Source: an optimization exercise on an open RTL-to-GDS flow (aim: small area, a short achievable clock period and few clock cycles). Production flows keep margins and buffers that such runs may drop.
At most, simulation tests tie the RTL to the original design; equivalence was not proved.
Power is estimated from default activity; no workload was simulated.

Design demosaic, start of the top module:
module demosaic(clk, reset, in_en, data_in, wr_r, addr_r, wdata_r, rdata_r, wr_g, addr_g, wdata_g, rdata_g, wr_b, addr_b, wdata_b, rdata_b, done);
input clk;
input reset;
input in_en;
input [7:0] data_in;
output reg wr_r;
output [13:0] addr_r;
output reg [7:0] wdata_r;
input [7:0] rdata_r;
output reg wr_g;
output reg [13:0] addr_g;
output [7:0] wdata_g;
input [7:0] rdata_g;
output reg wr_b;
output [13:0] addr_b;
output reg [7:0] wdata_b;
input [7:0] rdata_b;
output reg done;
reg        fill;
reg [6:0]  r;             
reg [7:0]  q;             
reg [3:0]  ph;            
reg        first;         
reg        second;        
reg [7:0]  rg, rx;        
reg [7:0]  xb;            
reg [9:0]  p;             
reg [8:0]  ya;            
reg [7:0]  half;          
reg [9:0]  d;             
reg [7:0]  xn;            
reg [7:0]  hv;            
reg [13:0] addr_rb;
assign wdata_g = p[9:2];
assign addr_r = addr_rb;
assign addr_b = addr_rb;
wire       odd  = r[0];
wire [7:0] rv   = rx;
wire [7:0] rh   = rx;
wire [6:0] rm1 = r - 7'd1;
wire [6:0] rp1 = r + 7'd1;
wire [6:0] qc  = q[6:0];
wire [6:0] qm4 = qc - 7'd4;
wire [6:0] qm1 = qc - 7'd1;
wire [6:0] qp1 = qc + 7'd1;
wire [6:0] qp2 = qc + 7'd2;
wire       last = q[7] & (q[6:1] == 6'd1);
wire       endc = ph[2] & last & (r == 7'd127);
wire [9:0] g_sum = p + {2'b0, rg};
wire [9:0] v_sum = {1'b0, ya} + {2'b0, rv};
wire [9:0] d_sum = d + {2'b0, rv};
wire [8:0] h_sum = {1'b0, xn} + {1'b0, rh};
wire       s_in = !fill;
wire       s_d  = fill & ph[2];
wire       s_hr = fill & !ph[2] & odd;    
wire       s_hb = fill & !ph[2] & !odd;   
wire [7:0] nd_r = ({8{s_in}} & data_in) | ({8{s_hr}} & half) | ({8{s_hb}} & hv);
wire [7:0] nd_b = ({8{s_in}} & data_in) | ({8{s_hb}} & half) | ({8{s_hr}} & hv);
always @(posedge clk) begin
    rg <= rdata_g;
  ...
Size in the first run: about 830 cells after synthesis, ~150 flip-flops, roughly 110 I/O pins.
clock: 5.0 ns
lec_check: 0
cap_margin: 10
core_margin: 2
core_utilization: 40
cts_buf_list: sky130_fd_sc_hd__clkbuf_4 sky130_fd_sc_hd__clkbuf_8
place_density: 0.6
setup_slack_margin: 3.0
slew_margin: 10
tns_end_percent: 10
standard.sh (not shown) runs the stock make flow with config.mk's settings and CLKGATE_MAP_FILE= SYNTH_SCRIPT=/design/flow/synth_recipe.tcl, a recipe that flattens the netlist after the stock synthesis.
==> flow/flow/run.sh <==
#!/bin/bash
# The standard layout (the standard.sh, unchanged synthesis), except that
# the port buffers that global placement inserts on every input and output
# are sky130_fd_sc_hd__buf_1 rather than the default cell.
set -euo pipefail
export BUFFER_PORTS_ARGS="-buffer_cell sky130_fd_sc_hd__buf_1"
bash standard.sh finish > make_finish.log 2>&1
The baseline finished with timing, DRC and antenna clean.
Testbench counts at the start, summed over its fixed seeds: cycles 802,816.
Next try:
Settings changed: CAP_MARGIN 10 to 20, CTS_BUF_LIST sky130_fd_sc_hd__clkbuf_4 sky130_fd_sc_hd__clkbuf_8 to not set, SLEW_MARGIN 10 to 20.
After rerunning: Hold slack barely changes. Sequential cell count is unchanged. Setup slack gains 0.0091 ns. Global-route usage barely changes. Maximum frequency grows by 0.44%. Sequential power stays flat. Routed wire length is about the same.
Next try:
Settings changed: CORE_UTILIZATION 40 to 60, CTS_BUF_LIST set to sky130_fd_sc_hd__clkbuf_4 sky130_fd_sc_hd__clkbuf_8, PLACE_DENSITY 0.6 to 0.8.
=> Fmax hardly moves; clock-buffer cell count goes down by 4; synthesized cell count does not change; global-route usage is higher by 7.3 points; worst setup slack degrades by 0.0046 ns; total power fell by roughly a tenth; critical path depth does not change.
Next try:
Settings changed: CORE_UTILIZATION 60 to 40, PLACE_DENSITY 0.8 to 0.6, SETUP_SLACK_MARGIN 3.0 to 2.9.
Result: Worst hold slack is worse by 0.0032 ns. First-iteration DRC count is lower by 33%. Setup slack loses 0.045 ns. Count of clock-buffer cells in the layout rose by 2. Total power shrinks by 1.6%. Final area fell by 0.38%.
Next try:
Settings changed: CAP_MARGIN 20 to 0, SETUP_SLACK_MARGIN 2.9 to 3.0, SLEW_MARGIN 20 to 0.
What happened: Hold slack degrades by 0.0080 ns. Worst setup slack improves by 0.041 ns. Clock-buffer cell count is higher by 2. Synthesized area is unchanged. Sequential cell count is unchanged. Routed wire length is higher by 1.3%. Via count is higher by about 0.6%. Power is higher by 2.1%. Core utilization is higher by 0.53 points. Clock skew is lower by 0.0030 ns. Critical path depth is higher by 1.

---

Another version of the RTL of demosaic (not shown whole).
Size: ~820 cells after synthesis, about 140 flip-flops, roughly 7900 um2 of cells after synthesis.
Design demosaic, start of the top module:
module demosaic(clk, reset, in_en, data_in, wr_r, addr_r, wdata_r, rdata_r, wr_g, addr_g, wdata_g, rdata_g, wr_b, addr_b, wdata_b, rdata_b, done);
==> flow/config.mk <==
export PLATFORM = sky130hd
export DESIGN_NAME = demosaic
export DESIGN_NICKNAME = demosaic
export VERILOG_FILES = /design/flow/design.v
export SDC_FILE = /design/flow/constraint.sdc
export NUM_CORES = 4
export LEC_CHECK = 0
export CAP_MARGIN = 20
export CORE_MARGIN = 2
export CORE_UTILIZATION = 55
export CTS_CLUSTER_DIAMETER = 100
export CTS_CLUSTER_SIZE = 40
export PLACE_DENSITY = 0.75
export SETUP_SLACK_MARGIN = 3.0
export SLEW_MARGIN = 20
export TNS_END_PERCENT = 10
==> flow/constraint.sdc <==
create_clock -name core_clock -period 5.0 [get_ports {clk}]
set_input_delay 1.0000 -clock core_clock [delete_from_list [all_inputs] [get_ports {clk}]]
set_output_delay 1.0000 -clock core_clock [all_outputs]
set_load 0.01 [all_outputs]
Scripts as last shown in full above: flow/flow/run.sh
Testbench counts at the start, summed over its fixed seeds: cycles 802,816.
Change:
- CORE_UTILIZATION: 55 -> 40
- CTS_CLUSTER_DIAMETER: 100 -> unset
- CTS_CLUSTER_SIZE: 40 -> unset
- PLACE_DENSITY: 0.75 -> 0.6
- SETUP_SLACK_MARGIN: 3.0 -> 2.8
- TNS_END_PERCENT: 10 -> 0
What happened: Sequential share of layout area grows by 1.7 points; cell count climbs by 5.5%; worst hold slack hardly moves; first-iteration DRC count shrinks by 48%; final area went down by 5.5%.
Change:
- CORE_UTILIZATION: 40 -> 55
- PLACE_DENSITY: 0.6 -> 0.75
- TNS_END_PERCENT: 0 -> 10
What happened: Cell count shrinks by 7.5%; worst setup slack gets better by 0.012 ns; design area shrinks by 1.5%; via count grows by about 2.3%; total power shrinks by about 5.6%; synthesized cell count is unchanged.
Change:
- CORE_UTILIZATION: 55 -> 40
- PLACE_DENSITY: 0.75 -> 0.6
- SETUP_SLACK_MARGIN: 2.8 -> 3.0
After rerunning: Area after synthesis does not change. Synthesized cell count does not change. Routed wire length climbs by 10%. Sequential cell count stays the same. Sequential share of layout area drops by 2.2 points.

---

## JK
demosaic, a different RTL version from the one above (not shown whole).
For scale: about 830 cells after synthesis, about 150 flip-flops, roughly 110 I/O pins.
==> flow/config.mk <==
export PLATFORM = sky130hd
export DESIGN_NAME = demosaic
export DESIGN_NICKNAME = demosaic
export VERILOG_FILES = /design/flow/design.v
export SDC_FILE = /design/flow/constraint.sdc
export NUM_CORES = 4
export LEC_CHECK = 0
export CAP_MARGIN = 20
export CORE_MARGIN = 2
export CORE_UTILIZATION = 40
export PLACE_DENSITY = 0.6
export SETUP_SLACK_MARGIN = 3.3
export SLEW_MARGIN = 20
export TNS_END_PERCENT = 10
==> flow/constraint.sdc <==
create_clock -name core_clock -period 5.0 [get_ports {clk}]
set_input_delay 1.0000 -clock core_clock [delete_from_list [all_inputs] [get_ports {clk}]]
set_output_delay 1.0000 -clock core_clock [all_outputs]
set_load 0.01 [all_outputs]
Scripts as last shown in full above: flow/flow/run.sh
The following lists how MS was set up differently from JK:
Settings: SETUP_SLACK_MARGIN now 3.0, was 3.3.
==> comparison <==
MS completed end to end with timing, DRC and antenna clean. JK: no failed stages, no open violations at the end. JK and MS ended up with roughly the same portion of total power attributed to combinational logic. The core of MS is less densely filled than that of JK. Of MS and JK, JK shows the higher count of plain and timing-repair buffers in the layout, with MS below it.
No functional check of the RTL was part of any run of this note.

---

## run A
RTL: one of the versions met above, not the one the previous note started from.
Size: roughly 140 flip-flops, about 110 I/O pins.
clock: 5.0 ns
lec_check: 0
cap_margin: 20
core_margin: 2
core_utilization: 40
cts_buf_list: sky130_fd_sc_hd__clkbuf_4 sky130_fd_sc_hd__clkbuf_8
place_density: 0.6
setup_slack_margin: 3.0
slew_margin: 20
tns_end_percent: 10
Scripts as last shown in full above: flow/flow/run.sh
Testbench counts of run A, summed over its fixed seeds: cycles 802,816.
## Diff of input files: run B against run A
Settings: PLACE_DENSITY now 0.75, was 0.6; TNS_END_PERCENT now 100, was 10; CORE_UTILIZATION now 55, was 40; CTS_BUF_LIST no longer set, was sky130_fd_sc_hd__clkbuf_4 sky130_fd_sc_hd__clkbuf_8.
## What came out
[compare] base=run A new=run B: combinational group share of total power level, number of logic stages on the critical path including buffering moved down, global-route usage now larger, die boundary width went down 14%, final area increased 380 sq um.
When run B is measured against run A, its count of clock-buffer cells in the layout turns out 12 higher.
A start point of the critical path of d[2]$_DFFE_PP_ is what run B shows, while rx[0]$_DFF_P_ belongs to run A.
Compared with run A, run B shows a lower endpoint arrival time on the critical path.
> inputs changed (run B -> run C)
Settings: CTS_BUF_LIST: unset -> sky130_fd_sc_hd__clkbuf_2 sky130_fd_sc_hd__clkbuf_4 sky130_fd_sc_hd__clkbuf_8; PLACE_DENSITY: 0.75 -> 0.6; TNS_END_PERCENT: 100 -> 10; CORE_UTILIZATION: 55 -> 40.
Notes after the runs:
Summary: with run B as the reference, leakage dissipation in run C moved down by a few percent.
Compared with run B, run C shows a lower share of the clock period used by the worst path.
Run C vs run B — clock power share dropped 4.3 points.
Non-clock buffer instance count of the final layout ended up about 5% lower on run C than on run B.
On worst clock skew, run B beats run C.
Re share of the synthesized area in compound gates (AO/OA/AOI/OAI): no difference whatsoever between run B and run C.
Run B -> run C: simple-gate portion of the synthesized area delta 0, exact match
From run B to run C the numbers moved as follows: post-layout utilization of the core now sits lower; worst setup slack after placement went up; post-place instance area increased by about 0.7% relative to the old numbers.
Destination of the critical timing path = ya[6]$_DFFE_PP_: run C; destination of the critical timing path = wdata_b[3]$_DFFE_PP_: run B

---

## run 1
Another version of the RTL of demosaic (not shown whole).
For scale: roughly 140 flip-flops.
## demosaic
module demosaic(clk, reset, in_en, data_in, wr_r, addr_r, wdata_r, rdata_r, wr_g, addr_g, wdata_g, rdata_g, wr_b, addr_b, wdata_b, rdata_b, done);
input clk;
input reset;
input in_en;
input [7:0] data_in;
output reg wr_r;
output [13:0] addr_r;
output reg [7:0] wdata_r;
input [7:0] rdata_r;
output reg wr_g;
output [13:0] addr_g;
output [7:0] wdata_g;
input [7:0] rdata_g;
output reg wr_b;
output [13:0] addr_b;
output reg [7:0] wdata_b;
input [7:0] rdata_b;
output reg done;
reg        fill;
reg [6:0]  r;             
reg [7:0]  q;             
reg [3:0]  ph;            
reg        first;         
reg        second;        
reg [7:0]  rg, rx;        
reg [7:0]  xb;            
reg [9:0]  p;             
reg [8:0]  ya;            
reg [7:0]  half;          
reg [9:0]  d;             
reg [7:0]  xn;            
reg [7:0]  hv;            
reg [6:0]  arow;          
reg [6:0]  gcol, rbcol;   
assign wdata_g = p[9:2];
assign addr_g = {arow, gcol};
assign addr_r = {arow, rbcol};
assign addr_b = {arow, rbcol};
wire       odd  = r[0];
wire [7:0] rv   = rx;
wire [7:0] rh   = rx;
wire [6:0] rp1 = r + 7'd1;
wire [6:0] qc  = q[6:0];
wire [6:0] qp1 = qc + 7'd1;
wire [6:0] roff = ph[3] ? 7'h7f : ph[0] ? 7'd1 : 7'd0;
wire [6:0] gco  = ph[1] ? 7'd2 : (ph[3] | ph[0] | (ph[2] & !first)) ? 7'h7f : 7'd0;
wire [6:0] rbo  = ph[1] ? 7'h7c : ph[2] ? 7'h7f : 7'd0;
wire       last = q[7] & (q[6:1] == 6'd1);
wire       endc = ph[2] & last & (r == 7'd127);
wire [9:0] g_sum = p + {2'b0, rg};
wire [9:0] v_sum = {1'b0, ya} + {2'b0, rv};
wire [9:0] d_sum = d + {2'b0, rv};
wire [8:0] h_sum = {1'b0, xn} + {1'b0, rh};
wire       s_in = !fill;
wire       s_d  = fill & ph[2];
wire       s_hr = fill & !ph[2] & odd;    
wire       s_hb = fill & !ph[2] & !odd;   
wire [7:0] nd_r = ({8{s_in}} & data_in) | ({8{s_hr}} & half) | ({8{s_hb}} & hv);
wire [7:0] nd_b = ({8{s_in}} & data_in) | ({8{s_hb}} & half) | ({8{s_hr}} & hv);
always @(posedge clk) begin
    rg <= rdata_g;
    rx <= (odd ^ ph[3]) ? rdata_r : rdata_b;
    wdata_r <= nd_r | ({8{s_d}} & d_sum[9:2]);
    wdata_b <= nd_b | ({8{s_d}} & d_sum[9:2]);
end
always @(posedge clk) begin
    if (reset) begin
        fill <= 1'b0;
        r <= 7'd0;
        q <= 8'd0;
        ph <= 4'd0;
        first <= 1'b1;
        second <= 1'b0;
  ...
Settings: LEC_CHECK=0, CAP_MARGIN=20, CORE_MARGIN=2, CORE_UTILIZATION=40, CTS_BUF_LIST=sky130_fd_sc_hd__clkbuf_4 sky130_fd_sc_hd__clkbuf_8, PLACE_DENSITY=0.6, SETUP_SLACK_MARGIN=2.5, SLEW_MARGIN=20, TNS_END_PERCENT=10; clock period 5.0 ns.
Scripts as last shown in full above: flow/flow/run.sh
Testbench counts of run 1, summed over its fixed seeds: cycles 802,816.
### run 1 -> run 2
- SETUP_SLACK_MARGIN changed from 2.5 to 2.9
- PLACE_DENSITY changed from 0.6 to 0.65
Notes after the runs:
On number of enable-type register cells in the synthesized netlist, run 1 tracks run 2 almost exactly. Run 2 ended up with ya[6] as its critical path capture point; run 1 ended up with gcol[6]. Run 1 -> run 2: amount of wire on met3 after detailed routing decreased by more than 10%. Required time at the endpoint of the critical path for run 2 is lower than for run 1. Cell-internal power of run 2 falls short of that of run 1 by a few percent. [run 2 vs run 1] layout overhead on the synthesized area: higher in run 2. Lower final clock period utilization by the worst path goes to run 2 over run 1. Against run 1 as the reference, run 2 delivers a lower overall global routing resource usage. [diff] setup slack, run 2 relative to run 1: improvement.
[inputs] run 3 vs run 2
- swapping 0.65 for 0.6 in PLACE_DENSITY
- swapping 2.9 for 3.2 in SETUP_SLACK_MARGIN
Results
Diff run 2 -> run 3: met3 capacity usage during global routing increased by 0.71 points relative to the old numbers, final critical delay including setup and external delays went down. The switching power of the nets in run 2 is 0.922 times that in run 3. Via count of the first global-routing pass in run 3 vs run 2: up 115. Number of nets in the layout: lower on run 2. Delta (run 3 minus run 2): post-route fraction of the period consumed by the critical path dropped 2.1 points; end-of-flow core utilization shows an increase of 1.9 points.
For run 4, these inputs were changed with respect to run 3:
- PLACE_DENSITY changed from 0.6 to 0.55
- SETUP_SLACK_MARGIN changed from 3.2 to 2.9
--- outcome ---
Both conditions hold for run 4: the flow ran to the end and the final layout passed the timing, design-rule and antenna checks. Compared with run 3, run 4 is the more power-hungry design. Compared with run 3, run 4 shows a lower area taken by flip-flops and latches. In run 4 the combinational group power turned out about 4% lower than in run 3. Per the comparison of run 4 with run 3, logic depth of the worst setup path including buffers flat, global-route wire length before repair rose by about 3%. Relative to run 3, run 4 improves net load switching power.
For run 5, these inputs were changed with respect to run 4:
- swapping 40 for 55 in CORE_UTILIZATION
- swapping 2.9 for 3.0 in SETUP_SLACK_MARGIN
- swapping 0.55 for 0.75 in PLACE_DENSITY
[compare] base=run 4 new=run 5: die width fell by about 14%, total setup buffers inserted after CTS lost 5, area of combinational cells with multiple inputs went up, power saw a decrease, non-clock buffer count decreased 4.0%. Comparing run 4 and run 5, reported clock group power is higher on run 4. More vias were needed by run 5 than by run 4. Taking run 4 as the reference point, the highest achievable clock rate of run 5 rises by about 2%. Setup slack in run 5 is larger than in run 4. Run 5 vs. run 4: data required time of the worst path has remained practically unchanged; cell count shrank by 59.
### run 5 -> run 6
- changing CORE_UTILIZATION from 55 to 40
- changing PLACE_DENSITY from 0.75 to 0.6
- changing SETUP_SLACK_MARGIN from 3.0 to 2.7
Findings:
- Run 5 ended up with ya[0] as its critical path launch point; run 6 ended up with fill.
- Run 6 ends up with lower aggregate global-route resource usage than run 5 does.
- Routed wire in run 6 totals less than in run 5.
- Run 6: minimum clock period 0.082 ns above run 5

## what the ideal ports hide
No port has a modelled driver above. Below, the same layouts with a new extraction and two added sets of constraints.
Step 1 sets driving cells, clkbuf_16 on the clock port and buf_2 on the other inputs (assumed; they add their load-dependent delay and slew).
Step 2 adds t to the input delays and takes it off the output delays; t is the mean of the earliest and latest rising clock arrival at the registers after step 1. Input paths then give back, and output paths get back, about the clock's delay inside the block.
Slacks: ideal ports / drivers / drivers and shift; pairs: ideal ports / drivers.
| run | shift t [ns] | setup WS [ns] | hold WS [ns] | worst slew at a driven data input, ns |
|---|---|---|---|---|
| the first run of note 1 | 0.496 | 2.903 / 2.903 / 2.568 | 0.456 / 0.456 / 0.456 | 0.05 |
| the second run of note 1 | 0.466 | 2.912 / 2.912 / 2.575 | 0.455 / 0.455 / 0.455 | 0.05 |
| the third run of note 1 | 0.489 | 2.908 / 2.880 / 2.437 | 0.467 / 0.467 / 0.467 | 0.05 |
| the fourth run of note 1 | 0.498 | 2.863 / 2.840 / 2.410 | 0.464 / 0.464 / 0.464 | 0.04 |
| the fifth run of note 1 | 0.496 | 2.903 / 2.903 / 2.568 | 0.456 / 0.456 / 0.456 | 0.05 |
| the first run of note 2 | 0.468 | 2.794 / 2.794 / 2.557 | 0.458 / 0.458 / 0.458 | 0.03 |
| the second run of note 2 | 0.476 | 2.699 / 2.699 / 2.387 | 0.460 / 0.460 / 0.460 | 0.03 |
| the third run of note 2 | 0.471 | 2.711 / 2.733 / 2.263 | 0.451 / 0.451 / 0.451 | 0.04 |
| the fourth run of note 2 | 0.466 | 2.850 / 2.850 / 2.456 | 0.453 / 0.453 / 0.453 | 0.04 |
| JK | 0.462 | 2.486 / 2.486 / 2.366 | 0.453 / 0.453 / 0.453 | 0.03 |
| MS | 0.467 | 2.522 / 2.522 / 2.366 | 0.458 / 0.458 / 0.458 | 0.03 |
| run A | 0.493 | 2.839 / 2.839 / 2.442 | 0.457 / 0.457 / 0.457 | 0.04 |
| run B | 0.477 | 2.821 / 2.821 / 2.601 | 0.457 / 0.457 / 0.457 | 0.03 |
| run C | 0.493 | 2.839 / 2.839 / 2.442 | 0.457 / 0.457 / 0.457 | 0.04 |
| run 1 | 0.496 | 2.590 / 2.590 / 2.146 | 0.460 / 0.460 / 0.460 | 0.03 |
| run 2 | 0.478 | 2.680 / 2.680 / 2.517 | 0.471 / 0.471 / 0.471 | 0.04 |
| run 3 | 0.501 | 2.785 / 2.785 / 2.577 | 0.467 / 0.467 / 0.467 | 0.03 |
| run 4 | 0.495 | 2.654 / 2.654 / 2.268 | 0.464 / 0.464 / 0.464 | 0.03 |
| run 5 | 0.488 | 2.697 / 2.697 / 2.414 | 0.464 / 0.464 / 0.464 | 0.04 |
| run 6 | 0.485 | 2.615 / 2.615 / 2.235 | 0.456 / 0.456 / 0.456 | 0.03 |
After both steps setup and hold are still met in every run listed. The setup slack of the third run of note 1, which loses most, moves by -0.028 ns with the drivers and by -0.471 ns with both steps.
